This is an optimization exercise on Yosys and OpenROAD, whose aim is small area, not a production implementation.
At most, simulation tests tie the RTL to the original design; equivalence was not proved.
Only the layout flow was run in runs 1 and 2; the RTL was not checked for function there.
Power figures rest on the tool's default switching activity, not on a simulated workload.

<file path="config.mk">
export PLATFORM = sky130hd
export DESIGN_NAME = top
export DESIGN_NICKNAME = top
export VERILOG_FILES = /design/flow/design.v
export SDC_FILE = /design/flow/constraint.sdc
export NUM_CORES = 4
export LEC_CHECK = 0
export CAP_MARGIN = 20
export CORE_MARGIN = 2
export CORE_UTILIZATION = 60
export SLEW_MARGIN = 20
</file>
<file path="constraint.sdc">
create_clock -name core_clock -period 20.0 [get_ports {clk}]
set_input_delay 4.0000 -clock core_clock [delete_from_list [all_inputs] [get_ports {clk}]]
set_output_delay 4.0000 -clock core_clock [all_outputs]
set_load 0.01 [all_outputs]
</file>
<file path="design.v">
`timescale 1ns/1ps
module top (output reg         uart_txd,
            output wire [63:0] data_out_64,
            output reg         data_out_done,
            input  wire        clk,
            input  wire        rst_n,
            input  wire [63:0] data_in_64,
            input  wire        manual_start,
            input  wire        uart_rxd);
    parameter CLK_F    = 50_000_000;
    parameter UART_BPS = 115200;
    parameter CLK_GOAL = CLK_F / UART_BPS;     
    function [8:0] lfsr;
        input integer n;
        integer i;
        begin
            lfsr = 9'd0;
            for (i = 0; i < n; i = i + 1)
                lfsr = {lfsr[7:0], ~(lfsr[8] ^ lfsr[4])};
        end
    endfunction
    localparam [8:0] ONE    = lfsr(1);
    localparam [8:0] LAST   = lfsr(CLK_GOAL - 1);
    localparam [8:0] SAMPLE = lfsr(CLK_GOAL / 2);
    reg        ms_1;         
    reg  [2:0] t_state;      
    reg [63:0] t_word;       
    reg  [7:0] t_byte;       
    reg        t_en, t_en0, t_en1;
    reg        t_flag;
    reg  [8:0] t_clk;
    reg  [3:0] t_cnt;
    reg  [7:0] t_data;
    wire t_next  = (t_cnt == 4'd10 && t_clk == ONE) || (manual_start && !ms_1);
    wire t_start = t_en0 && !t_en1;
    always @(posedge clk or negedge rst_n)
        if (!rst_n) begin
            ms_1    <= 1'b0;
            t_state <= 3'd7;
            t_en    <= 1'b0;
            t_en0   <= 1'b0;
            t_en1   <= 1'b0;
            t_flag  <= 1'b0;
            t_clk   <= 9'd0;
            t_cnt   <= 4'd0;
            uart_txd <= 1'b1;
        end else begin
            ms_1  <= manual_start;
            t_en  <= t_next;
            t_en0 <= t_en;
            t_en1 <= t_en0;
            if (t_next)
                t_state <= t_state + 3'd1;
            if (t_start)
                t_flag <= 1'b1;
            else if (t_cnt == 4'd10)
                t_flag <= 1'b0;
            if (!t_flag) begin
                t_clk <= 9'd0;
                t_cnt <= 4'd0;
            end else if (t_clk != LAST) begin
                t_clk <= {t_clk[7:0], ~(t_clk[8] ^ t_clk[4])};
            end else begin
                t_clk <= 9'd0;
                t_cnt <= t_cnt + 4'd1;
            end
            if (!t_flag)
                uart_txd <= 1'b1;
            else case (t_cnt)
                4'd0: uart_txd <= 1'b0;
                4'd1: uart_txd <= t_data[0];
                4'd2: uart_txd <= t_data[1];
                4'd3: uart_txd <= t_data[2];
                4'd4: uart_txd <= t_data[3];
                4'd5: uart_txd <= t_data[4];
                4'd6: uart_txd <= t_data[5];
                4'd7: uart_txd <= t_data[6];
                4'd8: uart_txd <= t_data[7];
                default: uart_txd <= 1'b1;
            endcase
        end
    always @(posedge clk) begin
        if (t_next && t_state == 3'd7)
            t_word <= data_in_64;
        t_byte <= t_word[t_state*8 +: 8];
        if (t_start)
            t_data <= t_byte;
    end
    reg        rxd_1;
    reg        r_flag;
    reg  [8:0] r_clk;
    reg  [3:0] r_cnt;
    reg [63:0] r_shift;      
    reg [63:0] r_word;       
    reg        r_valid;      
    reg  [3:0] r_state;      
    reg        done_1;       
    wire r_sample = r_clk == SAMPLE && r_cnt >= 4'd1 && r_cnt <= 4'd8;
    wire r_byte   = r_cnt == 4'd10 && r_clk == ONE;    
    always @(posedge clk or negedge rst_n)
        if (!rst_n) begin
            rxd_1   <= 1'b1;
            r_flag  <= 1'b0;
            r_clk   <= 9'd0;
            r_cnt   <= 4'd0;
            r_state <= 4'd8;
            data_out_done <= 1'b0;
            done_1  <= 1'b0;
            r_valid <= 1'b0;
        end else begin
            rxd_1 <= uart_rxd;
            if (rxd_1 && !uart_rxd)
                r_flag <= 1'b1;
            else if (r_cnt == 4'd10)
                r_flag <= 1'b0;
            if (!r_flag) begin
                r_clk <= 9'd0;
                r_cnt <= 4'd0;
            end else if (r_clk != LAST) begin
                r_clk <= {r_clk[7:0], ~(r_clk[8] ^ r_clk[4])};
            end else begin
                r_clk <= 9'd0;
                r_cnt <= r_cnt + 4'd1;
            end
            if (r_byte)
                r_state <= (r_state[3] || r_state[2:0] == 3'd7) ? 4'd0 : r_state + 4'd1;
            data_out_done <= r_state == 4'd7;
            done_1 <= data_out_done;
            if (data_out_done && !done_1)
                r_valid <= 1'b1;
        end
    always @(posedge clk) begin
        if (r_sample)
            r_shift <= {~uart_rxd, r_shift[63:1]};
        if (data_out_done && !done_1)
            r_word <= r_shift;
    end
    assign data_out_64 = ~r_word & {64{r_valid}};
endmodule
</file>
<file path="flow/run.sh">
#!/bin/bash
# Own layout flow: the standard flow (standard synthesis unchanged), with the port
# buffers made from the smallest buffer and clock tree synthesis without dummy loads.
# Each step's full log is in orfs/logs/; standard.sh's own output goes to standard.log.
set -euo pipefail
CTS="-sink_clustering_enable -repair_clock_nets -dont_use_dummy_load"
if [[ -f flow/cts_args ]]; then CTS="$(cat flow/cts_args)"; fi
bash standard.sh \
  "BUFFER_PORTS_ARGS=-buffer_cell sky130_fd_sc_hd__buf_1" \
  "CTS_ARGS=$CTS" \
  finish > standard.log 2>&1
</file>
<file path="flow/cts_args">
-sink_clustering_enable -repair_clock_nets -dont_use_dummy_load -buf_list sky130_fd_sc_hd__clkbuf_8 -sink_clustering_size 16 -sink_clustering_max_diameter 50
</file>
<file path="standard.sh">
#!/bin/bash
# synth_recipe.tcl (not shown) runs the flow's synth.tcl, then flattens the netlist and writes it again
# the make line also repeats each setting of config.mk as NAME=value (left out here)
make -C /OpenROAD-flow-scripts/flow DESIGN_CONFIG=/design/flow/config.mk WORK_HOME=/design/flow/orfs CLKGATE_MAP_FILE= SYNTH_SCRIPT=/design/flow/synth_recipe.tcl "${@:-finish}"
</file>
==> results of run 1 <==
==> flip-flops by register name, indices dropped and copies added, names as in the netlist, 3 cells and up <==
name and cells:
r_cnt 4, t_word 64, t_clk 9, t_byte 8, r_word 64, t_data 8, r_state 4, r_clk 9
r_shift 64, t_cnt 4, t_state 3
==> layout make-up <==
type,count,area [um^2]
Timing Repair Buffer,137,531
Multi-Input combinational cell,206,1760
Tap cell,188,235
Fill cell,1013,4890
Inverter,12,45.0
Sequential cell,252,7270
Clock buffer,22,303
==> metal layers <==
layer	share of wire, %	track usage, %	vias to the layer above
met5	0	0	-
met4	1.7	5.11	0
met3	5.1	3.22	17
met2	48	27.0	123
met1	45	24.0	2085
li1	-	-	2077
==> stage by stage <==
step / cell area, um^2 / total power [mW]
final: 10100 / 0.932
after global routing: 10100 / 0.975
after CTS: 10100 / 0.947
after detailed placement: 9840 / 0.705
after global placement: 9840 / 0.702
after floorplan: 9130 / 0.679
==> report_power, final <==
part / leakage [nW] / switching (mW) / internal [mW] / total (mW)
clock network: 0.158 / 0.144 / 0.0984 / 0.242
registers: 2.32 / 0.0280 / 0.591 / 0.619
logic: 0.889 / 0.0215 / 0.0498 / 0.0713
total: 3.37 / 0.193 / 0.739 / 0.932
==> cells in the mapped netlist (2+ instances only) <==
master    count
nand3_1       3
buf_1         2
nor3_1        4
inv_1        12
ha_1         13
or3_1         4
dfrtp_1      38
mux2_2        9
a21oi_1       3
dfstp_2       6
nand2b_1      8
buf_2         2
and2_1        6
mux2_4        2
nand4_1       2
edfxtp_1    200
mux2i_1      12
a22oi_1       2
dfxtp_1       8
mux4_2       16
nand2_1      17
nand3b_1      2
clkbuf_1     14
nor4_1        5
and3_1       12
nor2b_1      67
==> critical path, delay by kind of cell, from the launching register on <==
family / cells / cell delay (ps)
buf+inv: 2 / 550
flops: 1 / 610
simple gates: 1 / 210
==> worst paths after layout <==
path                       cells after the start              end
setup / recovery                               3  data_out_64[55]
hold / removal                                 0            t_en1
setup reg to reg                               4       t_word[63]
hold reg to reg                                0            t_en1
max in group asynchronous                      1       r_state[1]
min in group asynchronous                      1          r_valid
==> cell families (layout without fill, tap and decap cells) <==
| group | count (synthesis) | in the layout | share of synthesized area, % |
|---|---|---|---|
| buf+inv | 30 | 171 | 1.26 |
| mux | 39 | 39 | 6.70 |
| simple gates | 141 | 141 | 9.35 |
| xor+xnor | 2 | 2 | 0.192 |
| compound gates | 11 | 11 | 1.06 |
| fa+ha+maj | 13 | 13 | 1.78 |
| flops | 252 | 252 | 79.7 |
==> flow_metrics.tcl, run 1 <==
set metrics [dict create \
    wirelength_mm 13.4 \
    first_iter_violations 234 \
    run_status "finished clean" \
    setup_ws_ps 14100 \
    r2r-start "t_clk[4]" \
    rsz0062_at_grt "no" \
    fin_cells 817 \
    clk_pin_slew_ps 90 \
    diodes 0 \
    cpPeakStageDelay_ps 610 \
    crit_path_start_kind "flop" \
    drc 0 \
    leakagePower_nw 3.37 \
    grt_pass1_wl_mm 21.4 \
    maxCapViolations 0 \
    fin_setup_tns_ps 0 \
    tightest_slew_ps 967 \
    wire_per_inst_um 16.4 \
    synth_edf_count 200 \
    synth_area_mm2 0.00913 \
    hpwl_mm 8.62 \
    hold_viol 0 \
    num_io_pins 134 \
    viasPerCell 5.27 \
    min_period_ps 5900 \
    async_reset_ff_share_pct 17.5 \
    cts_buffer_depth 3 \
    clock_latency_ps 520 \
    dp.cells 795 \
    die_h_um 127 \
    min_path_type "flop to flop" \
    cts_resized 0 \
    slew_headroom_pct 35.5 \
    drive_above_1_share_pct 10.7 \
    antenna_found_initial 0 \
    synth_ff_type "edfxtp_1" \
    cts_inserted_buffers 22 \
    critPathKind "flop to output port" \
    synth_top_area_share_pct 65.8 \
    cts_setup_buffers 0 \
    dieArea_mm2 0.0162 \
    grtUsageTotal_pct 16.8 \
    clock-sinks 252 \
    fmax_mhz 169 \
    timing.hold.ws_ps 348 \
    dp_slack_ps 14440 \
    holdCritStartpoint "t_en0" \
    regToRegSetupSlack_ps 17350 \
    detail-route-antenna-nets 0 \
    grt_pass1_vias 4284 \
    grt_max_degree 66 \
    die_w_um 127 \
    overflow 0 \
    worst-path-max-fanout 47 \
    drtPass1Iterations 4 \
    initial_core_util_pct 60.7 \
    design.core.area_mm2 0.0150 \
    synth.distinct_cells 45 \
    syn_nets 569 \
    vdd_ir_drop_max_mv 0.0708 \
    synthTopCellsByArea "edfxtp_1, dfrtp_1, nor2b_1, mux4_2, ha_1" \
    post-route-period-util_pct 29.5 \
    ys_ff_latch 252 \
    powerDensity_mw_per_mm2 91.9 \
    syn_inst 488 \
    clockRootBuffer "clkbuf_8" \
    required_ps 16000 \
    final_common_cell "edfxtp_1" \
    endpoint_kind "output port" \
    synth_top_area_cell "edfxtp_1" \
    synth_warnings 1 \
    critical_path.cell_chain "buf_4 > nor2b_1 > buf_1" \
    area_growth_pct 11.1 \
    place.gp.congestion 0.781 \
    crit_start "r_valid" \
    finalSetupViolations 0 \
    cts_max_level 1 \
    hold_buffers 0 \
    final-max-slew-violation-count 0 \
    worst_ep_arrival_time_ps 1900 \
    postSynthAreaPerCell_um2 18.7 \
    mostFrequentLayoutCells "edfxtp_1, buf_1, nor2b_1" \
    final_util_pct 67.5 \
    nNetsFinal 712 \
    yosysSeqAreaShare_pct 79.7 \
    io_buffers 133 \
    cts_tree "built" \
    skew_ps 41.0 \
    vias 4302 \
    crit_slowest_cell "dfrtp_1" \
    num_rows 45 \
]
==> inputs of run 2 (changes only) <==
==> flow/cts_args (replaced) <==
-sink_clustering_enable -repair_clock_nets -dont_use_dummy_load -buf_list sky130_fd_sc_hd__clkbuf_4 -sink_clustering_size 10 -sink_clustering_max_diameter 40
==> flow_metrics.tcl, run 2 <==
set metrics [dict create \
    run_status "finished clean" \
    seq_area_mm2 0.00727 \
    crit_path_start_kind "flop" \
    finalSetupViolations 0 \
    post-route-period-util_pct 30.2 \
    crit_slowest_cell "dfrtp_1" \
    wirelength_mm 13.4 \
    fin_setup_tns_ps 0 \
    reg.largest.list "r_shift x64, r_word x64, t_word x64" \
    fill_cells 1026 \
    vdd_ir_drop_max_mv 0.0784 \
    cpPeakStageDelay_ps 620 \
    drtPass1Iterations 6 \
    syn_inst 488 \
    postSynthAreaPerCell_um2 18.7 \
    cts_buffer_depth 3 \
    synth_warnings 1 \
    p_sw_mw 0.193 \
    slew_headroom_pct 35.6 \
    critical_path.cell_chain "buf_4 > nor2b_1 > buf_1" \
    powerDensity_mw_per_mm2 89.7 \
    die_h_um 127 \
    final_common_cell "edfxtp_1" \
    hold_depth 0 \
    synthSimpleGateAreaFrac_pct 9.35 \
    area_growth_pct 10.3 \
    nNetsFinal 721 \
    grt_pass1_vias 4385 \
    required_ps 16000 \
    p_seq_share_pct 68.4 \
    mostFrequentLayoutCells "edfxtp_1, buf_1, nor2b_1" \
    yosysSeqAreaShare_pct 79.7 \
    antenna_found_initial 1 \
    endpoint_kind "output port" \
    tightest_slew_ps 965 \
    cts_max_level 1 \
    detail-route-antenna-nets 0 \
    overflow 0 \
    rr_worst_depth 4 \
    comb_power_share_pct 7.9 \
    worst_ep_arrival_time_ps 2040 \
    synth_top_area_share_pct 65.8 \
    vias 4371 \
    synth_fa_ha_area_share_pct 1.78 \
    synth_area_mm2 0.00913 \
    synthTopCellsByArea "edfxtp_1, dfrtp_1, nor2b_1, mux4_2, ha_1" \
    dieArea_mm2 0.0162 \
    cts_resized 0 \
    hpwl_mm 8.62 \
    die_w_um 127 \
    first_iter_violations 248 \
    cts_tree "built" \
    fmax_mhz 166 \
    grt_max_degree 66 \
    total_power_mw 0.904 \
    viasPerCell 5.29 \
    synth_most_common_cell "edfxtp_1" \
    cts_inserted_buffers 31 \
    clock_latency_ps 650 \
    fin_cells 827 \
    skew_ps 33.7 \
    synth_xor_area_share_pct 0.192 \
    swShare_pct 21.3 \
    clock_power_share_pct 23.7 \
    grtUsageTotal_pct 17.0 \
    setup_ws_ps 13960 \
    timing.hold.ws_ps 361 \
    drc 0 \
    maxCapViolations 0 \
    clk_pin_slew_ps 100 \
    synthMuxAreaShare_pct 6.70 \
    design.core.area_mm2 0.0150 \
    wire_per_inst_um 16.2 \
    ys_ff_latch 252 \
    leakagePower_nw 3.35 \
    dp.cells 795 \
    final-max-slew-violation-count 0 \
    dp_slack_ps 14440 \
    grt_pass1_wl_mm 21.7 \
    num_rows 45 \
    place.gp.congestion 0.781 \
    min_path_type "flop to flop" \
    clock-sinks 252 \
    drive_above_1_share_pct 11.9 \
    synth_top_area_cell "edfxtp_1" \
    synth.distinct_cells 45 \
    synth_compound_area_share_pct 1.06 \
    min_period_ps 6040 \
    yosys-top-cells-count "edfxtp_1, nor2b_1, dfrtp_1" \
    rsz0062_at_grt "no" \
    multi_input_comb_area_mm2 0.00176 \
    io_buffers 133 \
    hold_buffers 0 \
    worst-path-max-fanout 47 \
    async_reset_ff_share_pct 17.5 \
    critPathKind "flop to output port" \
    cts_setup_buffers 0 \
    hold_viol 0 \
    initial_core_util_pct 60.7 \
    synth_ff_type "edfxtp_1" \
    synth_top_family_by_area "simple AND/OR/NAND/NOR gates" \
    internal_power_mw 0.711 \
    num_io_pins 134 \
    synth_edf_count 200 \
    clockRootBuffer "clkbuf_4" \
    syn_nets 569 \
]
-- run 2: cell counts after synthesis --
No cell type changed its count.
-- run 2: final timing paths --
| check | start | to | slack [ps] |
|---|---|---|---|
| min in group asynchronous | rst_n | r_valid | 3500 |
| max in group asynchronous | rst_n | r_clk[2] | 15860 |
| min | t_en | t_en0 | 360 |
| max reg2reg | t_clk[2] | t_word[50] | 17300 |
| min reg2reg | t_en | t_en0 | 360 |
| max | r_valid | data_out_64[55] | 13960 |
-- run 2: layout make-up --
cell class                 count  area share (%)
antenna                        1          0.0248
clock buffer                  31            2.31
inverter                      12           0.447
multi-input combinational    206            17.4
sequential                   252            72.2
tap                          188            2.33
timing repair buffer         137            5.27
-- run 2: critical path, delay by kind of cell, from the launching register on --
family        cells  cell delay (ps)
buf+inv           2              550
flops             1              620
simple gates      1              210
-- run 2: through the flow --
stage	cell area, um^2	util [%]
6_report	10100	67.0
5_1_grt	10100	67.0
4_1_cts	10100	67.0
3_5_place_dp	9840	65.5
3_3_place_gp	9840	65.5
2_1_floorplan	9130	-
-- run 2: cell families (layout without fill, tap and decap cells) --
logic type	after synthesis	in the layout
flops	252	252
simple gates	141	141
mux	39	39
buf+inv	30	180
fa+ha+maj	13	13
compound gates	11	11
xor+xnor	2	2
other cells	0	1
-- run 2: power by group through the flow --
| stage | registers, mW | logic, mW | clock network, mW |
|---|---|---|---|
| CTS | 0.621 | 0.0732 | 0.225 |
| finish | 0.619 | 0.0713 | 0.214 |
| global placement | 0.631 | 0.0710 | 0 |
| detailed placement | 0.632 | 0.0726 | 0 |
| floorplan | 0.606 | 0.0734 | 0 |
| global route | 0.624 | 0.0776 | 0.247 |
-- run 2: metal layers --
metal / share of wire [%] / vias to the layer above / track usage [%] / wire (um)
met2: 47 / 139 / 27.2 / 6330
met1: 45 / 2089 / 24.0 / 5990
met5: 0 / - / 0 / 0
met3: 5.5 / 31 / 2.93 / 740
met4: 2.6 / 0 / 6.27 / 343
li1: - / 2112 / - / -
==> inputs of run 3 (changes only) <==
==> design.v (replaced) <==
`timescale 1ns/1ps
module top (output reg         uart_txd,
            output wire [63:0] data_out_64,
            output reg         data_out_done,
            input  wire        clk,
            input  wire        rst_n,
            input  wire [63:0] data_in_64,
            input  wire        manual_start,
            input  wire        uart_rxd);
    parameter CLK_F    = 50_000_000;
    parameter UART_BPS = 115200;
    parameter CLK_GOAL = CLK_F / UART_BPS;     
    function [8:0] lfsr;
        input integer n;
        integer i;
        begin
            lfsr = 9'd0;
            for (i = 0; i < n; i = i + 1)
                lfsr = {lfsr[7:0], ~(lfsr[8] ^ lfsr[4])};
        end
    endfunction
    localparam [8:0] ONE    = lfsr(1);
    localparam [8:0] LAST   = lfsr(CLK_GOAL - 1);
    localparam [8:0] SAMPLE = lfsr(CLK_GOAL / 2);
    reg        ms_1;         
    reg  [3:0] t_state;      
    reg [63:0] t_word;       
    reg        t_en, t_en0;  
    reg        t_end;        
    reg        t_flag;
    reg  [8:0] t_clk;
    reg  [3:0] t_cnt;
    reg  [7:0] t_data;
    reg        t_txd;
    wire [7:0] t_sel = {~t_state[2] &  t_state[3],
                        ~t_state[1] &  t_state[2],
                        ~t_state[0] &  t_state[1],
                         t_state[3] &  t_state[0],
                        ~t_state[3] &  t_state[2],
                        ~t_state[2] &  t_state[1],
                        ~t_state[1] &  t_state[0],
                        ~t_state[3] & ~t_state[0]};
    reg [7:0] t_byte;
    integer k;
    always @(*) begin
        t_byte = 8'd0;
        for (k = 0; k < 8; k = k + 1)
            t_byte = t_byte | (t_word[k*8 +: 8] & {8{t_sel[k]}});
    end
    wire t_next  = t_end || (manual_start && !ms_1);
    wire t_start = t_en && !t_en0;
    always @(posedge clk or negedge rst_n)
        if (!rst_n) begin
            ms_1    <= 1'b0;
            t_state <= 4'b1000;
            t_en    <= 1'b0;
            t_end   <= 1'b0;
            t_flag  <= 1'b0;
            t_cnt   <= 4'd0;
            t_txd   <= 1'b1;
            uart_txd <= 1'b1;
        end else begin
            ms_1  <= manual_start;
            t_en  <= t_next;
            t_end <= t_cnt == 4'd10 && t_clk == ONE;
            if (t_next)
                t_state <= {t_state[2:0], ~t_state[3]};
            if (t_start)
                t_flag <= 1'b1;
            else if (t_cnt == 4'd10)
                t_flag <= 1'b0;
            if (!t_flag)
                t_cnt <= 4'd0;
            else if (t_clk == LAST)
                t_cnt <= t_cnt + 4'd1;
            if (!t_flag)
                t_txd <= 1'b1;
            else case (t_cnt)
                4'd0: t_txd <= 1'b0;
                4'd1: t_txd <= t_data[0];
                4'd2: t_txd <= t_data[1];
                4'd3: t_txd <= t_data[2];
                4'd4: t_txd <= t_data[3];
                4'd5: t_txd <= t_data[4];
                4'd6: t_txd <= t_data[5];
                4'd7: t_txd <= t_data[6];
                4'd8: t_txd <= t_data[7];
                default: t_txd <= 1'b1;
            endcase
            uart_txd <= t_txd;
        end
    always @(posedge clk) begin
        t_en0 <= t_en;
        if (!t_flag || t_clk == LAST)
            t_clk <= 9'd0;
        else
            t_clk <= {t_clk[7:0], ~(t_clk[8] ^ t_clk[4])};
        if (t_next && t_sel[7])
            t_word <= data_in_64;
        if (t_start)
            t_data <= t_byte;
    end
    reg        rxd_1;
    reg        r_flag;
    reg  [8:0] r_clk;
    reg  [3:0] r_cnt;
    reg [63:0] r_shift;      
    reg [63:0] r_word;       
    reg        r_none;       
    reg  [3:0] r_state;      
    reg        done_1;       
    wire r_sample = r_clk == SAMPLE && r_cnt >= 4'd1 && r_cnt <= 4'd8;
    wire r_byte   = r_cnt == 4'd10 && r_clk == ONE;    
    wire r_load   = data_out_done && !done_1;
    always @(posedge clk or negedge rst_n)
        if (!rst_n) begin
            rxd_1   <= 1'b1;
            r_flag  <= 1'b0;
            r_cnt   <= 4'd0;
            r_state <= 4'd8;
            data_out_done <= 1'b0;
            r_none  <= 1'b1;
        end else begin
            rxd_1 <= uart_rxd;
            if (rxd_1 && !uart_rxd)
                r_flag <= 1'b1;
            else if (r_cnt == 4'd10)
                r_flag <= 1'b0;
            if (!r_flag)
                r_cnt <= 4'd0;
            else if (r_clk == LAST)
                r_cnt <= r_cnt + 4'd1;
            if (r_byte)
                r_state <= (r_state[3] || r_state[2:0] == 3'd7) ? 4'd0 : r_state + 4'd1;
            data_out_done <= r_state == 4'd7;
            if (r_load)
                r_none <= 1'b0;
        end
    always @(posedge clk) begin
        done_1 <= data_out_done;
        if (!r_flag || r_clk == LAST)
            r_clk <= 9'd0;
        else
            r_clk <= {r_clk[7:0], ~(r_clk[8] ^ r_clk[4])};
        if (r_sample)
            r_shift <= {~uart_rxd, r_shift[63:1]};
        if (r_load)
            r_word <= r_shift;
    end
    assign data_out_64 = ~(r_word | {64{r_none}});
endmodule
==> flow/cts_args (replaced) <==
-sink_clustering_enable -repair_clock_nets -dont_use_dummy_load -buf_list {sky130_fd_sc_hd__clkbuf_2 sky130_fd_sc_hd__clkbuf_4 sky130_fd_sc_hd__clkbuf_8} -sink_clustering_size 12 -sink_clustering_max_diameter 50
==> flow_metrics.tcl, run 3 <==
set metrics [dict create \
    run_status "finished clean" \
    drtPass1Iterations 4 \
    clock_latency_ps 530 \
    fin_setup_tns_ps 0 \
    clk_pin_slew_ps 70 \
    io_buffers 133 \
    r2r-start "t_state[3]" \
    wire_per_inst_um 17.1 \
    cts_max_level 1 \
    final_common_cell "edfxtp_1" \
    antenna_found_initial 0 \
    rsz0062_at_grt "no" \
    synth_warnings 1 \
    clockRootBuffer "clkbuf_8" \
    synth_most_common_cell "edfxtp_1" \
    endpoint_kind "output port" \
    vdd_ir_drop_max_mv 0.0522 \
    final-max-slew-violation-count 0 \
    critical_path.cell_chain "nor2_1 > buf_1" \
    dieArea_mm2 0.0156 \
    seq_area_mm2 0.00707 \
    fin_cells 858 \
    clock-sinks 246 \
    maxCapViolations 0 \
    wirelength_mm 14.7 \
    grt_pass1_wl_mm 23.6 \
    setup_ws_ps 14160 \
    num_rows 44 \
    drive_above_1_share_pct 7.12 \
    syn_inst 528 \
    rr_worst_depth 3 \
    critPathKind "flop to output port" \
    overflow 0 \
    required_ps 16000 \
    mostFrequentLayoutCells "edfxtp_1, buf_1, nor2_1" \
    cts_setup_buffers 0 \
    multi_input_comb_area_mm2 0.00157 \
    design.core.area_mm2 0.0144 \
    viasPerCell 5.42 \
    tightest_slew_ps 837 \
    grtUsageTotal_pct 19.2 \
    leakagePower_nw 3.33 \
    async_reset_ff_share_pct 10.6 \
    min_period_ps 5840 \
    vias 4651 \
    cts_resized 0 \
    skew_ps 28.1 \
    synth.distinct_cells 48 \
    die_w_um 125 \
    powerDensity_mw_per_mm2 101 \
    crit_slowest_cell "dfstp_4" \
    reg.largest.list "r_shift x64, r_word x64, t_word x64" \
    cts_tree "built" \
    crit_path_start_kind "flop" \
    synthTopCellsByArea "edfxtp_1, dfrtp_1, dfxtp_1, nor2_1, dfstp_2" \
    hpwl_mm 9.51 \
    cts_buffer_depth 3 \
    cts_inserted_buffers 26 \
    area_growth_pct 12.2 \
    place_area_mm2 0.00946 \
    crit_start "r_none" \
    worst-path-max-fanout 65 \
    holdCritStartpoint "t_txd" \
    fill_cells 1005 \
    grt_pass1_vias 4614 \
    ys_ff_latch 246 \
    finalSetupViolations 0 \
    dp.cells 832 \
    postSynthAreaPerCell_um2 16.6 \
    yosysSeqAreaShare_pct 80.7 \
    synth_top_area_cell "edfxtp_1" \
    hold_depth 0 \
    nNetsFinal 755 \
    synth_area_mm2 0.00875 \
    detail-route-antenna-nets 0 \
    die_h_um 125 \
    fin_area_mm2 0.00982 \
    synth_ff_type "edfxtp_1" \
    diodes 0 \
    hold_viol 0 \
    post-route-period-util_pct 29.2 \
    initial_core_util_pct 60.9 \
    synth_edf_count 200 \
    yosys-top-cells-count "edfxtp_1, nor2_1, nand2_1" \
    hold_buffers 0 \
    dp_slack_ps 14000 \
    synth_top_area_share_pct 68.6 \
    worst_ep_arrival_time_ps 1840 \
    min_path_type "flop to flop" \
    first_iter_violations 304 \
    fmax_mhz 171 \
    place.gp.congestion 0.838 \
    num_io_pins 134 \
    slew_headroom_pct 44.2 \
    grt_max_degree 66 \
    drc 0 \
    syn_nets 607 \
    cpPeakStageDelay_ps 970 \
]
-- run 3: area by class of cell --
type,instances,share of cell area (%)
Tap cell,184,2.34
Sequential cell,246,72.0
Timing Repair Buffer,137,5.39
Inverter,17,0.650
Clock buffer,26,3.64
Multi-Input combinational cell,248,16.0
-- run 3: cells by family after synthesis --
family	after synthesis	share of synthesized area (%)
DFF	246	80.7
and+or+nand+nor	171	10.1
AOI/OAI and AO/OA	46	3.85
buffers and inverters	34	1.52
muxes	18	2.10
adders and majority gates	11	1.57
xor gates and xnor gates	2	0.200
-- run 3: critical path: cells and delay by family, from the launching register on --
kind	cells	cell delay (ps)
and+or+nand+nor	1	160
buffers and inverters	1	160
DFF	1	970
-- run 3: per-stage QoR --
step           hold WS [ps]  utilization [%]  total power [mW]
2_1_floorplan           340                -             0.697
3_3_place_gp            346             65.8             0.732
3_5_place_dp            351             65.8             0.735
4_1_cts                 341             68.3             0.996
5_1_grt                 335             68.4              1.03
6_report                336             68.4             0.988
-- run 3: final timing paths --
kind                              endpoint  slack [ps]
hold reg to reg                   uart_txd         340
min in group asynchronous       t_state[0]        3470
setup reg to reg                t_word[48]       17250
hold / removal                    uart_txd         340
setup / recovery           data_out_64[58]       14160
max in group asynchronous       r_state[3]       16180
-- run 3: where the power goes --
group	switching, mW	total (mW)	internal (mW)	leakage (nW)
logic	0.0595	0.105	0.0458	0.950
clock network	0.147	0.262	0.115	0.187
registers	0.0330	0.620	0.587	2.19
total	0.239	0.988	0.748	3.33
-- run 3: layer usage --
layer | GRT usage [%] | share of wire [%] | up-vias
li1 | - | - | 2224
met1 | 28.3 | 46 | 2251
met2 | 29.4 | 46 | 158
met3 | 3.65 | 6.3 | 18
met4 | 6.35 | 1.7 | 0
met5 | 0 | 0 | -
==> inputs of run 4 (changes only) <==
==> flow/cts_args (replaced) <==
-sink_clustering_enable -repair_clock_nets -dont_use_dummy_load -buf_list sky130_fd_sc_hd__clkbuf_4 -sink_clustering_size 10 -sink_clustering_max_diameter 40
==> flow_metrics.tcl, run 4 <==
set metrics [dict create \
    drc 0 \
    design.core.area_mm2 0.0144 \
    run_status "finished clean" \
    yosys-top-cells-count "edfxtp_1, nor2_1, nand2_1" \
    worst_ep_arrival_time_ps 1940 \
    finalSetupViolations 0 \
    grt_pass1_vias 4670 \
    vias 4729 \
    clock-sinks 246 \
    place_area_mm2 0.00946 \
    synth_top_area_cell "edfxtp_1" \
    wire_per_inst_um 17.1 \
    viasPerCell 5.45 \
    synthTopCellsByArea "edfxtp_1, dfrtp_1, dfxtp_1, nor2_1, dfstp_2" \
    syn_nets 607 \
    leakagePower_nw 3.30 \
    grt_pass1_wl_mm 23.6 \
    vdd_ir_drop_max_mv 0.0532 \
    cts_resized 0 \
    hpwl_mm 9.51 \
    cts_setup_buffers 0 \
    synth_edf_count 200 \
    worst-path-max-fanout 65 \
    synth_area_mm2 0.00875 \
    setup_ws_ps 14060 \
    skew_ps 57.3 \
    initial_core_util_pct 60.9 \
    crit_path_start_kind "flop" \
    clock_latency_ps 620 \
    fill_cells 1036 \
    detail-route-antenna-nets 0 \
    cts_max_level 2 \
    place.gp.congestion 0.838 \
    synth_warnings 1 \
    synth_top_area_share_pct 68.6 \
    multi_input_comb_area_mm2 0.00157 \
    die_h_um 125 \
    first_iter_violations 314 \
    required_ps 16000 \
    synth.distinct_cells 48 \
    post-route-period-util_pct 29.7 \
    yosysSeqAreaShare_pct 80.7 \
    wirelength_mm 14.8 \
    tightest_slew_ps 831 \
    clk_pin_slew_ps 100 \
    antenna_found_initial 1 \
    reg.largest.list "r_shift x64, r_word x64, t_word x64" \
    min_path_type "flop to flop" \
    final_common_cell "edfxtp_1" \
    drtPass1Iterations 4 \
    clockRootBuffer "clkbuf_4" \
    final-max-slew-violation-count 0 \
    die_w_um 125 \
    seq_area_mm2 0.00707 \
    fin_area_mm2 0.00973 \
    num_io_pins 134 \
    cts_inserted_buffers 35 \
    dieArea_mm2 0.0156 \
    min_period_ps 5940 \
    mostFrequentLayoutCells "edfxtp_1, buf_1, nor2_1" \
    area_growth_pct 11.2 \
    overflow 0 \
    hold_viol 0 \
    endpoint_kind "output port" \
    hold_buffers 0 \
    ys_ff_latch 246 \
    slew_headroom_pct 44.6 \
    async_reset_ff_share_pct 10.6 \
    grt_max_degree 66 \
    final_util_pct 67.7 \
    num_rows 44 \
    dp_slack_ps 14000 \
    fmax_mhz 168 \
    rsz0062_at_grt "no" \
    nNetsFinal 764 \
    synth_most_common_cell "edfxtp_1" \
    powerDensity_mw_per_mm2 97.8 \
    fin_setup_tns_ps 0 \
    synth_ff_type "edfxtp_1" \
    syn_inst 528 \
    grtUsageTotal_pct 19.4 \
    maxCapViolations 0 \
    io_buffers 133 \
    cts_tree "built" \
    postSynthAreaPerCell_um2 16.6 \
    critPathKind "flop to output port" \
    drive_above_1_share_pct 8.35 \
    cts_buffer_depth 3 \
]
-- run 4: cell count changes in the layout (fill, tap and decap cells not counted), sizes merged --
cell    previous run  this run
diode              0         1
clkbuf            26        35
-- run 4: critical path, stage by stage (launching register included) --
cell and delay [ps]:
dfstp_4 970, nor2_1 160, buf_1 160
-- run 4: cell type report --
type	count	area share (%)
timing repair buffer	137	5.44
inverter	17	0.656
antenna	1	0.0257
multi-input combinational	248	16.2
clock buffer	35	2.70
tap	184	2.37
sequential	246	72.6
-- run 4: final timing paths --
| kind | slack (ps) | startpoint | end | cells after the start |
|---|---|---|---|---|
| hold reg to reg | 330 | t_txd | uart_txd | 0 |
| hold / removal | 330 | t_txd | uart_txd | 0 |
| setup / recovery | 14060 | r_none | data_out_64[58] | 2 |
| max in group asynchronous | 16250 | rst_n | t_txd | 2 |
| min in group asynchronous | 3390 | rst_n | r_cnt[1] | 2 |
| setup reg to reg | 17240 | t_state[3] | t_word[53] | 3 |
-- run 4: stage by stage --
step	std cells	hold WS (ps)	power, mW
floorplan	528	340	0.697
global placement	832	346	0.732
detailed placement	832	351	0.735
CTS	867	333	0.963
global route	868	324	0.997
finish	868	329	0.952
-- run 4: kinds of logic after synthesis --
kind of cell	after synthesis	share of synthesized area (%)
and+or+nand+nor	171	10.1
adders and majority gates	11	1.57
buffers and inverters	34	1.52
muxes	18	2.10
xor gates and xnor gates	2	0.200
DFF	246	80.7
AOI/OAI and AO/OA	46	3.85
-- run 4: layer usage --
metal / wire, um / vias up / track usage [%] / part of all wire, %
met4: 296 / 0 / 6.48 / 2.0
met2: 6750 / 167 / 29.5 / 46
met1: 6780 / 2276 / 27.7 / 46
met5: 0 / - / 0 / 0
li1: - / 2260 / - / -
met3: 1000 / 26 / 5.11 / 6.8
-- run 4: where the power goes --
group | leakage, nW | total [mW] | internal, mW | switching [mW]
combinational | 0.950 | 0.105 | 0.0458 | 0.0589
sequential | 2.19 | 0.620 | 0.587 | 0.0332
clock | 0.161 | 0.227 | 0.0810 | 0.146
==> inputs of run 5 (changes only) <==
==> flow/cts_args (replaced) <==
-sink_clustering_enable -repair_clock_nets -dont_use_dummy_load -buf_list sky130_fd_sc_hd__clkbuf_4 -sink_clustering_size 12 -sink_clustering_max_diameter 35
--- a/config.mk
+++ b/config.mk
@@ -9,3 +9,3 @@
 export CORE_MARGIN = 2
-export CORE_UTILIZATION = 60
+export CORE_UTILIZATION = 70
 export SLEW_MARGIN = 20
==> flow_metrics.tcl, run 5 <==
set metrics [dict create \
    fill_cells 720 \
    hold_buffers 0 \
    reg.largest.list "r_shift x64, r_word x64, t_word x64" \
    required_ps 16000 \
    clock-sinks 246 \
    clock_power_share_pct 23.5 \
    synth_edf_count 200 \
    synth.distinct_cells 48 \
    place.gp.congestion 0.821 \
    rr_worst_depth 3 \
    vdd_ir_drop_max_mv 0.0664 \
    synth_most_common_cell "edfxtp_1" \
    total_power_mw 0.944 \
    place_area_mm2 0.00944 \
    min_period_ps 5880 \
    fin_area_mm2 0.00971 \
    hpwl_mm 9.49 \
    diodes 0 \
    internal_power_mw 0.714 \
    initial_core_util_pct 72.3 \
    endpoint_kind "output port" \
    wire_per_inst_um 16.9 \
    mostFrequentLayoutCells "edfxtp_1, buf_1, nor2_1" \
    dp_slack_ps 13890 \
    synth_area_mm2 0.00875 \
    rsz0062_at_grt "no" \
    dr.max_layer_used "met4" \
    fin_cells 851 \
    wirelength_mm 14.4 \
    cts_tree "built" \
    num_io_pins 134 \
    drive_above_1_share_pct 8.35 \
    route.met2.wl_mm 6.90 \
    design.core.area_mm2 0.0121 \
    run_status "finished clean" \
    drc 0 \
    final_common_cell "edfxtp_1" \
    wl_met3_mm 1.04 \
    leakagePower_nw 3.30 \
    overflow 0 \
    synth_top_area_cell "edfxtp_1" \
    grt_max_degree 66 \
    synth_ff_type "edfxtp_1" \
    antenna_found_initial 0 \
    synthTopCellsByArea "edfxtp_1, dfrtp_1, dfxtp_1, nor2_1, dfstp_2" \
    tightest_slew_ps 861 \
    cts_buffer_depth 3 \
    grtUsageTotal_pct 21.8 \
    syn_inst 528 \
    cts_max_level 2 \
    io_buffers 133 \
    maxCapViolations 0 \
    die_h_um 116 \
    syn_nets 607 \
    final-max-slew-violation-count 0 \
    detail-route-antenna-nets 0 \
    viasPerCell 5.56 \
    grt_pass1_wl_mm 22.3 \
    synth_top_area_share_pct 68.6 \
    ys_ff_latch 246 \
    grt_pass1_vias 4549 \
    cts_inserted_buffers 35 \
    wl_met1_mm 6.23 \
    fmax_mhz 170 \
    holdCritStartpoint "t_en" \
    yosysSeqAreaShare_pct 80.7 \
    vias 4732 \
    crit_path_start_kind "flop" \
    yosys-top-cells-count "edfxtp_1, nor2_1, nand2_1" \
    clockRootBuffer "clkbuf_4" \
    cts_resized 0 \
    drtPass1Iterations 4 \
    critPathKind "flop to output port" \
    hold_viol 0 \
    nNetsFinal 764 \
    setup_ws_ps 14120 \
    swShare_pct 24.4 \
    p_sw_mw 0.230 \
    slew_headroom_pct 42.6 \
    crit_start "r_none" \
    finalSetupViolations 0 \
    cts_setup_buffers 0 \
    clk_pin_slew_ps 110 \
    async_reset_ff_share_pct 10.6 \
    hold_depth 0 \
    min_path_type "flop to flop" \
    worst-path-max-fanout 65 \
    first_iter_violations 383 \
    dieArea_mm2 0.0134 \
    worst_ep_arrival_time_ps 1880 \
    clock_latency_ps 560 \
    dp.cells 816 \
    num_rows 40 \
    skew_ps 54.5 \
    die_w_um 116 \
    powerDensity_mw_per_mm2 97.2 \
    post-route-period-util_pct 29.4 \
    postSynthAreaPerCell_um2 16.6 \
    synth_warnings 1 \
    r2r-start "t_state[3]" \
    area_growth_pct 10.9 \
    p_seq_share_pct 65.5 \
    comb_power_share_pct 11.0 \
    fin_setup_tns_ps 0 \
]
[run 5: stage by stage]
stage | utilization (%) | hold slack [ps]
2_1_floorplan | - | 340
3_3_place_gp | 78.0 | 345
3_5_place_dp | 78.0 | 355
4_1_cts | 80.1 | 338
5_1_grt | 80.2 | 344
6_report | 80.2 | 337
[run 5: critical path, cell delays in order, from the launching register on]
cell and delay, ps:
dfstp_4 990, nor2_1 150, buf_1 170
[run 5: cell families (layout without fill, tap and decap cells)]
| kind of cell | count (synthesis) | in the layout | share of synthesized area [%] |
|---|---|---|---|
| DFF | 246 | 246 | 80.7 |
| xor gates and xnor gates | 2 | 2 | 0.200 |
| AOI/OAI and AO/OA | 46 | 46 | 3.85 |
| adders and majority gates | 11 | 11 | 1.57 |
| and+or+nand+nor | 171 | 171 | 10.1 |
| muxes | 18 | 18 | 2.10 |
| buffers and inverters | 34 | 189 | 1.52 |
[run 5: cell type report]
| class | instances | area [um^2] | area share (%) |
|---|---|---|---|
| Tap cell | 168 | 210 | 2.17 |
| Timing Repair Buffer | 137 | 529 | 5.45 |
| Sequential cell | 246 | 7070 | 72.8 |
| Multi-Input combinational cell | 248 | 1570 | 16.2 |
| Inverter | 17 | 63.8 | 0.657 |
| Clock buffer | 35 | 263 | 2.71 |
[run 5: final timing paths]
path,slack (ps),endpoint
min reg2reg,340,t_en0
min,340,t_en0
max in group asynchronous,16190,r_state[3]
max,14120,data_out_64[59]
min in group asynchronous,3430,r_cnt[3]
max reg2reg,17240,t_word[53]
[run 5: routing by layer]
metal / track usage, % / vias up
li1: - / 2260
met4: 7.14 / 0
met2: 33.4 / 184
met3: 4.86 / 18
met1: 32.2 / 2270
met5: 0 / -
[run 5: power by group through the flow]
stage | Combinational [mW] | Sequential, mW | Clock, mW
floorplan | 0.0870 | 0.610 | 0
global placement | 0.0997 | 0.628 | 0
global route | 0.117 | 0.624 | 0.248
detailed placement | 0.104 | 0.630 | 0
finish | 0.104 | 0.618 | 0.222
CTS | 0.105 | 0.618 | 0.230
==> inputs of run 6 (changes only) <==
--- a/design.v
+++ b/design.v
@@ -56,4 +56,6 @@
             t_en    <= 1'b0;
+            t_en0   <= 1'b0;
             t_end   <= 1'b0;
             t_flag  <= 1'b0;
+            t_clk   <= 9'd0;
             t_cnt   <= 4'd0;
@@ -64,2 +66,3 @@
             t_en  <= t_next;
+            t_en0 <= t_en;
             t_end <= t_cnt == 4'd10 && t_clk == ONE;
@@ -71,6 +74,11 @@
                 t_flag <= 1'b0;
-            if (!t_flag)
+            if (!t_flag) begin
+                t_clk <= 9'd0;
                 t_cnt <= 4'd0;
-            else if (t_clk == LAST)
+            end else if (t_clk != LAST) begin
+                t_clk <= {t_clk[7:0], ~(t_clk[8] ^ t_clk[4])};
+            end else begin
+                t_clk <= 9'd0;
                 t_cnt <= t_cnt + 4'd1;
+            end
             if (!t_flag)
@@ -92,7 +100,2 @@
     always @(posedge clk) begin
-        t_en0 <= t_en;
-        if (!t_flag || t_clk == LAST)
-            t_clk <= 9'd0;
-        else
-            t_clk <= {t_clk[7:0], ~(t_clk[8] ^ t_clk[4])};
         if (t_next && t_sel[7])
@@ -118,2 +121,3 @@
             r_flag  <= 1'b0;
+            r_clk   <= 9'd0;
             r_cnt   <= 4'd0;
@@ -121,2 +125,3 @@
             data_out_done <= 1'b0;
+            done_1  <= 1'b0;
             r_none  <= 1'b1;
@@ -128,6 +133,11 @@
                 r_flag <= 1'b0;
-            if (!r_flag)
+            if (!r_flag) begin
+                r_clk <= 9'd0;
                 r_cnt <= 4'd0;
-            else if (r_clk == LAST)
+            end else if (r_clk != LAST) begin
+                r_clk <= {r_clk[7:0], ~(r_clk[8] ^ r_clk[4])};
+            end else begin
+                r_clk <= 9'd0;
                 r_cnt <= r_cnt + 4'd1;
+            end
             if (r_byte)
@@ -135,2 +145,3 @@
             data_out_done <= r_state == 4'd7;
+            done_1 <= data_out_done;
             if (r_load)
@@ -139,7 +150,2 @@
     always @(posedge clk) begin
-        done_1 <= data_out_done;
-        if (!r_flag || r_clk == LAST)
-            r_clk <= 9'd0;
-        else
-            r_clk <= {r_clk[7:0], ~(r_clk[8] ^ r_clk[4])};
         if (r_sample)
==> flow/cts_args (replaced) <==
-sink_clustering_enable -repair_clock_nets -dont_use_dummy_load -buf_list sky130_fd_sc_hd__clkbuf_4 -sink_clustering_size 10 -sink_clustering_max_diameter 40
--- a/config.mk
+++ b/config.mk
@@ -9,3 +9,3 @@
 export CORE_MARGIN = 2
-export CORE_UTILIZATION = 70
+export CORE_UTILIZATION = 60
 export SLEW_MARGIN = 20
==> flow_metrics.tcl, run 6 <==
set metrics [dict create \
    run_status "finished clean" \
    cts_inserted_buffers 34 \
    clock_latency_ps 600 \
    synth_area_mm2 0.00884 \
    cts_max_level 2 \
    worst-path-max-fanout 65 \
    num_rows 44 \
    regToRegSetupSlack_ps 17670 \
    synth_edf_count 200 \
    overflow 0 \
    hold_end "uart_txd" \
    maxCapViolations 0 \
    wirelength_mm 14.2 \
    diodes 0 \
    syn_nets 604 \
    leakagePower_nw 3.38 \
    dieArea_mm2 0.0157 \
    ys_ff_latch 246 \
    postSynthAreaPerCell_um2 16.8 \
    synth_ff_type "edfxtp_1" \
    grt_pass1_wl_mm 23.2 \
    rsz0062_at_grt "no" \
    viasPerCell 5.44 \
    reg.largest.list "r_shift x64, r_word x64, t_word x64" \
    hpwl_mm 8.92 \
    hold_depth 0 \
    skew_ps 51.9 \
    endpoint_kind "output port" \
    area_growth_pct 10.7 \
    cts_tree "built" \
    use_met3_pct 4.75 \
    synth_top_area_share_pct 67.9 \
    final_common_cell "edfxtp_1" \
    tightest_slew_ps 808 \
    detail-route-antenna-nets 0 \
    place.gp.congestion 0.831 \
    clk_pin_slew_ps 90 \
    drc 0 \
    grt_max_degree 66 \
    min_period_ps 5860 \
    wire_per_inst_um 16.5 \
    hold_viol 0 \
    cts_setup_buffers 0 \
    vdd_ir_drop_max_mv 0.0636 \
    holdCritStartpoint "t_txd" \
    num_io_pins 134 \
    yosysSeqAreaShare_pct 81.0 \
    synthTopCellsByArea "edfxtp_1, dfrtp_1, nor2_1, dfstp_2, mux2i_1" \
    initial_core_util_pct 61.1 \
    cts_resized 0 \
    synth_top_area_cell "edfxtp_1" \
    r2r_end "t_word[20]" \
    antenna_found_initial 0 \
    min_path_type "flop to flop" \
    use_met1_pct 26.0 \
    grt_pass1_vias 4592 \
    nNetsFinal 757 \
    use_met2_pct 29.6 \
    setup_ws_ps 14140 \
    crit_path_start_kind "flop" \
    hold_buffers 0 \
    drtPass1Iterations 4 \
    dp.cells 826 \
    mostFrequentLayoutCells "edfxtp_1, buf_1, nor2_1" \
    yosys-top-cells-count "edfxtp_1, nor2_1, dfrtp_1" \
    worst_ep_arrival_time_ps 1860 \
    synth_warnings 1 \
    place_area_mm2 0.00953 \
    design.core.area_mm2 0.0145 \
    critPathKind "flop to output port" \
    post-route-period-util_pct 29.3 \
    r2r-start "t_state[3]" \
    clockRootBuffer "clkbuf_4" \
    die_h_um 125 \
    grtUsageTotal_pct 18.6 \
    rr_worst_depth 3 \
    synth.distinct_cells 44 \
    top_usage_layer "met2" \
    required_ps 16000 \
    fin_area_mm2 0.00979 \
    slew_headroom_pct 46.1 \
    async_reset_ff_share_pct 18.7 \
    cts_buffer_depth 3 \
    clock-sinks 246 \
    finalSetupViolations 0 \
    dp_slack_ps 14420 \
    drive_above_1_share_pct 7.99 \
    synth_most_common_cell "edfxtp_1" \
    powerDensity_mw_per_mm2 96.4 \
    first_iter_violations 341 \
    fin_cells 860 \
    fmax_mhz 171 \
    io_buffers 133 \
    die_w_um 125 \
    fin_setup_tns_ps 0 \
    vias 4678 \
    final-max-slew-violation-count 0 \
    syn_inst 525 \
]
-- run 6: area by class of cell --
| class | instances | area [um^2] |
|---|---|---|
| Multi-Input combinational cell | 243 | 1550 |
| Fill cell | 1028 | 4690 |
| Tap cell | 184 | 230 |
| Inverter | 17 | 63.8 |
| Clock buffer | 34 | 255 |
| Sequential cell | 246 | 7170 |
| Timing Repair Buffer | 136 | 526 |
-- run 6: where the power goes --
part	switching (mW)	total (mW)	internal [mW]
sequential	0.0366	0.623	0.587
combinational	0.0552	0.0998	0.0446
clock	0.142	0.221	0.0788
total	0.234	0.944	0.710
-- run 6: how the worst max path moves through the flow --
stage	startpoint	endpoint	slack (ps)	depth (start not counted)
global placement	manual_start	t_word[20]	14510	4
detailed placement	r_none	data_out_64[6]	14420	2
CTS	r_none	data_out_64[6]	13750	2
global route	r_none	data_out_64[56]	13980	2
finish	r_none	data_out_64[56]	14140	2
floorplan	manual_start	t_word[0]	10880	2
-- run 6: per-layer routing --
| layer | routed length [um] | part of all wire, % |
|---|---|---|
| met1 | 6370 | 45 |
| met2 | 6740 | 47 |
| met3 | 816 | 5.7 |
| met4 | 271 | 1.9 |
| met5 | 0 | 0 |
-- run 6: cells by family after synthesis --
kind of cell / count (synthesis) / share of synthesized area [%]
adder cells (fa/ha/maj): 11 / 1.56
buffers and inverters: 36 / 1.61
multiplexers: 18 / 2.08
flip-flops: 246 / 81.0
XOR/XNOR: 2 / 0.198
AND/OR/NAND/NOR: 161 / 9.23
AO/OA/AOI/OAI: 51 / 4.29
-- run 6: per-stage QoR --
stage | util, % | power (mW) | hold slack (ps)
2_1_floorplan | - | 0.696 | 345
3_3_place_gp | 65.8 | 0.733 | 349
3_5_place_dp | 65.8 | 0.737 | 350
4_1_cts | 67.6 | 0.958 | 367
5_1_grt | 67.6 | 0.992 | 374
6_report | 67.6 | 0.944 | 364
-- run 6: worst max-delay path, cell delays in order, from the launching register on --
cell and delay (ps):
dfstp_4 950, nor2_1 130, buf_1 150
==> inputs of run 7 (changes only) <==
--- a/design.v
+++ b/design.v
@@ -56,6 +56,4 @@
             t_en    <= 1'b0;
-            t_en0   <= 1'b0;
             t_end   <= 1'b0;
             t_flag  <= 1'b0;
-            t_clk   <= 9'd0;
             t_cnt   <= 4'd0;
@@ -66,3 +64,2 @@
             t_en  <= t_next;
-            t_en0 <= t_en;
             t_end <= t_cnt == 4'd10 && t_clk == ONE;
@@ -74,11 +71,6 @@
                 t_flag <= 1'b0;
-            if (!t_flag) begin
-                t_clk <= 9'd0;
+            if (!t_flag)
                 t_cnt <= 4'd0;
-            end else if (t_clk != LAST) begin
-                t_clk <= {t_clk[7:0], ~(t_clk[8] ^ t_clk[4])};
-            end else begin
-                t_clk <= 9'd0;
+            else if (t_clk == LAST)
                 t_cnt <= t_cnt + 4'd1;
-            end
             if (!t_flag)
@@ -100,2 +92,7 @@
     always @(posedge clk) begin
+        t_en0 <= t_en;
+        if (!t_flag || t_clk == LAST)
+            t_clk <= 9'd0;
+        else
+            t_clk <= {t_clk[7:0], ~(t_clk[8] ^ t_clk[4])};
         if (t_next && t_sel[7])
@@ -121,3 +118,2 @@
             r_flag  <= 1'b0;
-            r_clk   <= 9'd0;
             r_cnt   <= 4'd0;
@@ -125,3 +121,2 @@
             data_out_done <= 1'b0;
-            done_1  <= 1'b0;
             r_none  <= 1'b1;
@@ -133,11 +128,6 @@
                 r_flag <= 1'b0;
-            if (!r_flag) begin
-                r_clk <= 9'd0;
+            if (!r_flag)
                 r_cnt <= 4'd0;
-            end else if (r_clk != LAST) begin
-                r_clk <= {r_clk[7:0], ~(r_clk[8] ^ r_clk[4])};
-            end else begin
-                r_clk <= 9'd0;
+            else if (r_clk == LAST)
                 r_cnt <= r_cnt + 4'd1;
-            end
             if (r_byte)
@@ -145,3 +135,2 @@
             data_out_done <= r_state == 4'd7;
-            done_1 <= data_out_done;
             if (r_load)
@@ -150,2 +139,7 @@
     always @(posedge clk) begin
+        done_1 <= data_out_done;
+        if (!r_flag || r_clk == LAST)
+            r_clk <= 9'd0;
+        else
+            r_clk <= {r_clk[7:0], ~(r_clk[8] ^ r_clk[4])};
         if (r_sample)
==> flow/run.sh (replaced) <==
#!/bin/bash
# Own layout flow: the standard flow, with three changes:
#  - synthesis is the standard one, but ABC maps the logic with an area-oriented
#    script (flow/abc_area.script) instead of the speed script;
#  - the port buffers use the smallest buffer cell;
#  - clock tree synthesis inserts no dummy loads (options in flow/cts_args).
# standard.sh's output goes to standard.log; every step's full log is in orfs/logs/.
set -euo pipefail
WORK=$PWD
CTS="-sink_clustering_enable -repair_clock_nets -dont_use_dummy_load"
if [[ -f flow/cts_args ]]; then CTS="$(cat flow/cts_args)"; fi
cat > flow_synth.tcl <<EOT
proc abc {args} {
  set i [lsearch \$args -script]
  if {\$i >= 0} {
    set args [lreplace \$args [expr {\$i + 1}] [expr {\$i + 1}] $WORK/flow/abc_area.script]
  }
  yosys abc {*}\$args
}
source $WORK/synth_recipe.tcl
EOT
sed "s#SYNTH_SCRIPT=[^ ]*#SYNTH_SCRIPT=$WORK/flow_synth.tcl#" standard.sh > flow_standard.sh
grep -q "SYNTH_SCRIPT=$WORK/flow_synth.tcl" flow_standard.sh
bash flow_standard.sh \
  "BUFFER_PORTS_ARGS=-buffer_cell sky130_fd_sc_hd__buf_1" \
  "CTS_ARGS=$CTS" \
  finish > standard.log 2>&1
==> flow/abc_area.script (new file) <==
&get -n
&st
&dch
&nf -R 1000
&st
&dch
&nf -R 1000
&put
==> flow_metrics.tcl, run 7 <==
set metrics [dict create \
    run_status "finished clean" \
    detail-route-antenna-nets 0 \
    die_h_um 123 \
    synth_xor_area_share_pct 0.104 \
    synth_top_area_share_pct 71.1 \
    grt_pass1_vias 4310 \
    clock-sinks 246 \
    antenna_found_initial 1 \
    drtPass1Iterations 9 \
    viasPerCell 5.48 \
    critical_path.cell_chain "nor2_1 > buf_1" \
    num_io_pins 134 \
    rsz0062_at_grt "no" \
    maxCapViolations 0 \
    crit_family "flip-flops" \
    worst_ep_arrival_time_ps 1910 \
    wire_per_inst_um 17.1 \
    synthMuxAreaShare_pct 0.400 \
    io_buffers 133 \
    grtUsageTotal_pct 19.2 \
    fill_cells 986 \
    required_ps 16000 \
    design.core.area_mm2 0.0138 \
    grt_pass1_wl_mm 22.0 \
    multi_input_comb_area_mm2 0.00137 \
    first_iter_violations 357 \
    crit_slowest_cell "dfstp_4" \
    nNetsFinal 724 \
    place.gp.congestion 0.783 \
    synth_ff_type "edfxtp_1" \
    synth.distinct_cells 38 \
    clk_pin_slew_ps 80 \
    final_common_cell "edfxtp_1" \
    leakagePower_nw 3.13 \
    yosys-top-cells-count "edfxtp_1, nor2_1, dfrtp_1, dfxtp_1, and2_0" \
    cts_setup_buffers 0 \
    worst-path-max-fanout 65 \
    synth_top_area_cell "edfxtp_1" \
    finalSetupViolations 0 \
    cts_buffer_depth 3 \
    hold_buffers 0 \
    cts_tree "built" \
    drc 0 \
    crit_path_start_kind "flop" \
    dieArea_mm2 0.0150 \
    vias 4519 \
    synth_top_family_by_area "simple AND/OR/NAND/NOR gates" \
    wirelength_mm 14.1 \
    synth_area_mm2 0.00845 \
    final-max-slew-violation-count 0 \
    min_period_ps 5910 \
    clockRootBuffer "clkbuf_4" \
    cts_inserted_buffers 31 \
    syn_nets 554 \
    synth_warnings 1 \
    cts_resized 0 \
    die_w_um 123 \
    min_path_type "flop to flop" \
    synth_edf_count 200 \
    seq_area_mm2 0.00707 \
    hpwl_mm 8.89 \
    synthSimpleGateAreaFrac_pct 8.78 \
    endpoint_kind "output port" \
    reg.largest.list "r_shift x64, r_word x64, t_word x64" \
    clock_latency_ps 670 \
    cpPeakStageDelay_ps 970 \
    postSynthAreaPerCell_um2 17.8 \
    fin_setup_tns_ps 0 \
    mostFrequentLayoutCells "edfxtp_1, buf_1, nor2_1" \
    overflow 0 \
    initial_core_util_pct 61.1 \
    synth_compound_area_share_pct 5.01 \
    tightest_slew_ps 953 \
    critPathKind "flop to output port" \
    hold_viol 0 \
    powerDensity_mw_per_mm2 103 \
    fin_cells 824 \
    post-route-period-util_pct 29.6 \
    grt_max_degree 66 \
    area_growth_pct 12.0 \
    synthTopCellsByArea "edfxtp_1, dfrtp_1, dfxtp_1, nor2_1, dfstp_2" \
    slew_headroom_pct 36.3 \
    dp.cells 792 \
    ys_ff_latch 246 \
    fmax_mhz 169 \
    critPathBufInv 1 \
    yosysSeqAreaShare_pct 83.6 \
    syn_inst 475 \
    synth_fa_ha_area_share_pct 1.63 \
    vdd_ir_drop_max_mv 0.0534 \
    synth_most_common_cell "edfxtp_1" \
    skew_ps 77.8 \
    num_rows 43 \
    async_reset_ff_share_pct 10.6 \
    drive_above_1_share_pct 6.84 \
    cts_max_level 1 \
]
## run 7: worst reg2reg max path: cells and delay by family, from the launching register on
kind | cells | cell delay, ps
buffers and inverters | 1 | 610
AND/OR/NAND/NOR | 2 | 1030
flip-flops | 1 | 570
## run 7: metrics by stage
stage	power (mW)	hold WS, ps	utilization, %	setup slack, ps	instance area, um^2
after floorplan	0.724	340	-	8330	8450
after global placement	0.767	346	66.7	14410	9220
after detailed placement	0.774	347	66.7	14310	9220
after CTS	0.987	366	68.4	13610	9460
after global routing	1.03	371	68.4	13930	9460
final	0.976	365	68.4	14090	9460
## run 7: cell families (layout without fill, tap and decap cells)
logic type,Yosys count,in the layout
DFF,246,246
xor gates and xnor gates,1,1
buffers and inverters,10,178
AOI/OAI and AO/OA,54,54
other,0,1
and+or+nand+nor,150,150
adders and majority gates,11,11
muxes,3,3
## run 7: final cells by class
cell class                 count  share of cell area (%)
sequential                   246                    74.7
tap                          180                    2.38
timing repair buffer         137                    5.59
inverter                      10                   0.397
multi-input combinational    219                    14.4
clock buffer                  31                    2.46
antenna                        1                  0.0264
## run 7: report_power, final
part	switching, mW	internal, mW	total [mW]
clock	0.143	0.0708	0.214
sequential	0.0293	0.601	0.630
combinational	0.0761	0.0562	0.132
total	0.248	0.728	0.976
## run 7: worst paths after layout
path                       cells after the start              end       start  slack, ps
max in group asynchronous                      2         uart_txd       rst_n      16310
min in group asynchronous                      2         r_cnt[0]       rst_n       3310
min                                            0            t_en0        t_en        360
max                                            2  data_out_64[62]      r_none      14090
min reg2reg                                    0            t_en0        t_en        360
max reg2reg                                    3       t_word[63]  t_state[3]      17360
## run 7: per-layer routing
layer / track usage [%] / routed length (um)
met5: 0 / 0
met2: 28.6 / 6370
met4: 5.53 / 256
met1: 28.6 / 6460
met3: 4.93 / 998
==> inputs of run 8 (changes only) <==
--- a/design.v
+++ b/design.v
@@ -26,5 +26,5 @@
     reg  [3:0] t_state;      
-    reg [63:0] t_word;       
-    reg        t_en, t_en0;  
-    reg        t_end;        
+    reg [63:8] t_word;       
+    reg        t_en;         
+    reg        t_end1, t_end;  
     reg        t_flag;
@@ -33,3 +33,3 @@
     reg  [7:0] t_data;
-    reg        t_txd;
+    reg        t_txd, t_txd1;
     wire [7:0] t_sel = {~t_state[2] &  t_state[3],
@@ -45,8 +45,8 @@
     always @(*) begin
-        t_byte = 8'd0;
-        for (k = 0; k < 8; k = k + 1)
-            t_byte = t_byte | (t_word[k*8 +: 8] & {8{t_sel[k]}});
+        t_byte = data_in_64[7:0] & {8{t_sel[7]}};
+        for (k = 0; k < 7; k = k + 1)
+            t_byte = t_byte | (t_word[k*8+8 +: 8] & {8{t_sel[k]}});
     end
     wire t_next  = t_end || (manual_start && !ms_1);
-    wire t_start = t_en && !t_en0;
+    wire t_start = t_next && !t_en;
     always @(posedge clk or negedge rst_n)
@@ -56,2 +56,3 @@
             t_en    <= 1'b0;
+            t_end1  <= 1'b0;
             t_end   <= 1'b0;
@@ -60,7 +61,9 @@
             t_txd   <= 1'b1;
+            t_txd1  <= 1'b1;
             uart_txd <= 1'b1;
         end else begin
-            ms_1  <= manual_start;
-            t_en  <= t_next;
-            t_end <= t_cnt == 4'd10 && t_clk == ONE;
+            ms_1   <= manual_start;
+            t_en   <= t_next;
+            t_end1 <= t_cnt == 4'd10 && t_clk == ONE;
+            t_end  <= t_end1;
             if (t_next)
@@ -89,6 +92,6 @@
             endcase
-            uart_txd <= t_txd;
+            t_txd1   <= t_txd;
+            uart_txd <= t_txd1;
         end
     always @(posedge clk) begin
-        t_en0 <= t_en;
         if (!t_flag || t_clk == LAST)
@@ -98,3 +101,3 @@
         if (t_next && t_sel[7])
-            t_word <= data_in_64;
+            t_word <= data_in_64[63:8];
         if (t_start)
==> flow_metrics.tcl, run 8 <==
set metrics [dict create \
    io_buffers 133 \
    synthTopCellsByArea "edfxtp_1, dfrtp_1, dfxtp_1, nor2_1, dfstp_2" \
    async_reset_ff_share_pct 11.7 \
    min_path_type "flop to flop" \
    synth_top_area_cell "edfxtp_1" \
    cts_setup_buffers 0 \
    area_growth_pct 12.5 \
    run_status "finished clean" \
    finalSetupViolations 0 \
    die_w_um 121 \
    syn_nets 544 \
    die_h_um 121 \
    fmax_mhz 161 \
    maxCapViolations 0 \
    synth_most_common_cell "edfxtp_1" \
    endpoint_kind "output port" \
    syn_inst 465 \
    mostFrequentLayoutCells "edfxtp_1, buf_1, nor2_1" \
    postSynthAreaPerCell_um2 17.6 \
    drive_above_1_share_pct 7.56 \
    critPathKind "flop to output port" \
    fill_cells 909 \
    hold_buffers 0 \
    synth_fa_ha_area_share_pct 1.68 \
    setup_ws_ps 13790 \
    grt_pass1_wl_mm 21.5 \
    wirelength_mm 13.8 \
    detail-route-antenna-nets 0 \
    swShare_pct 25.3 \
    required_ps 16000 \
    clock-sinks 239 \
    final_common_cell "edfxtp_1" \
    clock_power_share_pct 23.3 \
    ys_ff_latch 239 \
    synthSimpleGateAreaFrac_pct 8.90 \
    synth_edf_count 192 \
    dieArea_mm2 0.0146 \
    synth_area_mm2 0.00820 \
    initial_core_util_pct 61.7 \
    synth_top_area_share_pct 70.3 \
    final-max-slew-violation-count 0 \
    leakagePower_nw 3.05 \
    p_seq_share_pct 63.9 \
    viasPerCell 5.36 \
    comb_power_share_pct 12.8 \
    yosys-top-cells-count "edfxtp_1, nor2_1, dfrtp_1" \
    synthMuxAreaShare_pct 0.412 \
    grt_pass1_vias 4239 \
    grtUsageTotal_pct 19.5 \
    powerDensity_mw_per_mm2 104 \
    cts_resized 0 \
    p_sw_mw 0.241 \
    slew_headroom_pct 30.4 \
    min_period_ps 6210 \
    internal_power_mw 0.713 \
    clock_latency_ps 620 \
    hold_viol 0 \
    cts_buffer_depth 3 \
    synth_warnings 1 \
    wire_per_inst_um 16.9 \
    synth_ff_type "edfxtp_1" \
    drc 0 \
    num_rows 42 \
    design.core.area_mm2 0.0133 \
    drtPass1Iterations 6 \
    dp_slack_ps 14400 \
    synth_xor_area_share_pct 0.214 \
    synth.distinct_cells 34 \
    skew_ps 59.1 \
    cts_max_level 2 \
    worst-path-max-fanout 65 \
    clockRootBuffer "clkbuf_4" \
    clk_pin_slew_ps 90 \
    vdd_ir_drop_max_mv 0.0596 \
    nNetsFinal 716 \
    tightest_slew_ps 1040 \
    grt_max_degree 66 \
    synth_top_family_by_area "simple AND/OR/NAND/NOR gates" \
    worst_ep_arrival_time_ps 2210 \
    cts_tree "built" \
    fin_setup_tns_ps 0 \
    yosysSeqAreaShare_pct 83.6 \
    overflow 0 \
    synth_compound_area_share_pct 4.72 \
    first_iter_violations 355 \
    hpwl_mm 8.84 \
    place.gp.congestion 0.782 \
    crit_path_start_kind "flop" \
    num_io_pins 134 \
    cts_inserted_buffers 34 \
    post-route-period-util_pct 31.1 \
    vias 4350 \
    rsz0062_at_grt "no" \
    antenna_found_initial 2 \
    reg.largest.list "r_shift x64, r_word x64, t_word x56" \
]
[run 8: cell types whose count changed after synthesis, moves of 3 or more]
cell / before / now
a22oi_1: 3 / 11
a22o_1: 11 / 4
edfxtp_1: 200 / 192
nand2_1: 11 / 14
a221oi_1: 5 / 2
[run 8: critical path: stages, from the launching register on]
cell	delay, ps
dfstp_2	1210
nor2_1	160
buf_1	170
[run 8: final cells by class]
class	count	area [um^2]	share of cell area (%)
Antenna cell	1	2.50	0.0271
Clock buffer	34	255	2.77
Inverter	10	37.5	0.407
Multi-Input combinational cell	216	1330	14.4
Sequential cell	239	6860	74.4
Tap cell	176	220	2.39
Timing Repair Buffer	136	523	5.67
[run 8: worst paths after layout]
kind                            start        endpoint  slack [ps]  depth (start not counted)
max                            r_none  data_out_64[7]       13790                          2
min                            t_txd1        uart_txd         310                          0
max reg2reg                t_state[3]      t_word[42]       17550                          3
min reg2reg                    t_txd1        uart_txd         310                          0
max in group asynchronous       rst_n        t_cnt[0]       15990                          1
min in group asynchronous       rst_n   data_out_done        3440                          1
[run 8: metal layers]
layer | up-vias | routed length (um) | track usage [%]
li1 | 2105 | - | -
met1 | 2070 | 6310 | 28.6
met2 | 160 | 6250 | 28.5
met3 | 15 | 1010 | 5.78
met4 | 0 | 179 | 6.47
met5 | - | 0 | 0
[run 8: stage by stage]
step | power [mW] | utilization, % | instance area [um^2] | std cells | hold slack (ps)
floorplan | 0.698 | - | 8200 | 465 | 331
global placement | 0.739 | 67.4 | 8960 | 777 | 344
detailed placement | 0.745 | 67.4 | 8960 | 777 | 338
CTS | 0.964 | 69.3 | 9220 | 811 | 311
global route | 1.00 | 69.3 | 9220 | 812 | 319
finish | 0.955 | 69.3 | 9220 | 812 | 312
[run 8: logic make-up after synthesis]
| group | count (synthesis) |
|---|---|
| flops | 239 |
| simple gates | 149 |
| compound gates | 51 |
| fa+ha+maj | 11 |
| buf+inv | 10 |
| mux | 3 |
| xor+xnor | 2 |
[run 8: power by group through the flow]
stage	clock network, mW	registers [mW]	logic [mW]
after CTS	0.230	0.610	0.125
final	0.222	0.610	0.123
after floorplan	0	0.614	0.0842
after detailed placement	0	0.621	0.124
after global placement	0	0.619	0.120
after global routing	0.250	0.616	0.138

## afterwards: timing with drivers on the ports
No port has a modelled driver above. Below, the same layouts with a new extraction and two added sets of constraints. Step 1 assumes that a clkbuf_16 drives the clock port and a buf_2 every other input. Step 2 also shifts input and output timing later by t, the mid clock arrival at the registers, as if the neighbouring blocks saw the same clock. Slacks: no drivers / after step 1 / after step 2; pairs: no drivers / after step 1.
run | shift t [ns] | setup WS [ns] | worst setup path at the end | clock arrival spread, ns
run 1 | 0.532 | 14.100 / 14.064 / 14.459 | input to register | 0.041 / 0.041
run 2 | 0.662 | 13.964 / 13.933 / 14.442 | input to register | 0.034 / 0.034
run 3 | 0.556 | 14.161 / 14.122 / 13.973 | input to register | 0.031 / 0.031
run 4 | 0.620 | 14.061 / 14.025 / 13.988 | input to register | 0.062 / 0.062
run 5 | 0.575 | 14.121 / 14.087 / 13.882 | input to register | 0.063 / 0.063
run 6 | 0.607 | 14.141 / 14.108 / 14.424 | input to register | 0.054 / 0.053
run 7 | 0.666 | 14.086 / 14.049 / 14.417 | input to register | 0.081 / 0.081
run 8 | 0.623 | 13.786 / 13.753 / 14.362 | input to register | 0.075 / 0.075
After both steps setup and hold are still met in every run listed. For run 5, which loses most, drivers alone change the setup slack by -0.034 ns; drivers and shift together by -0.239 ns.
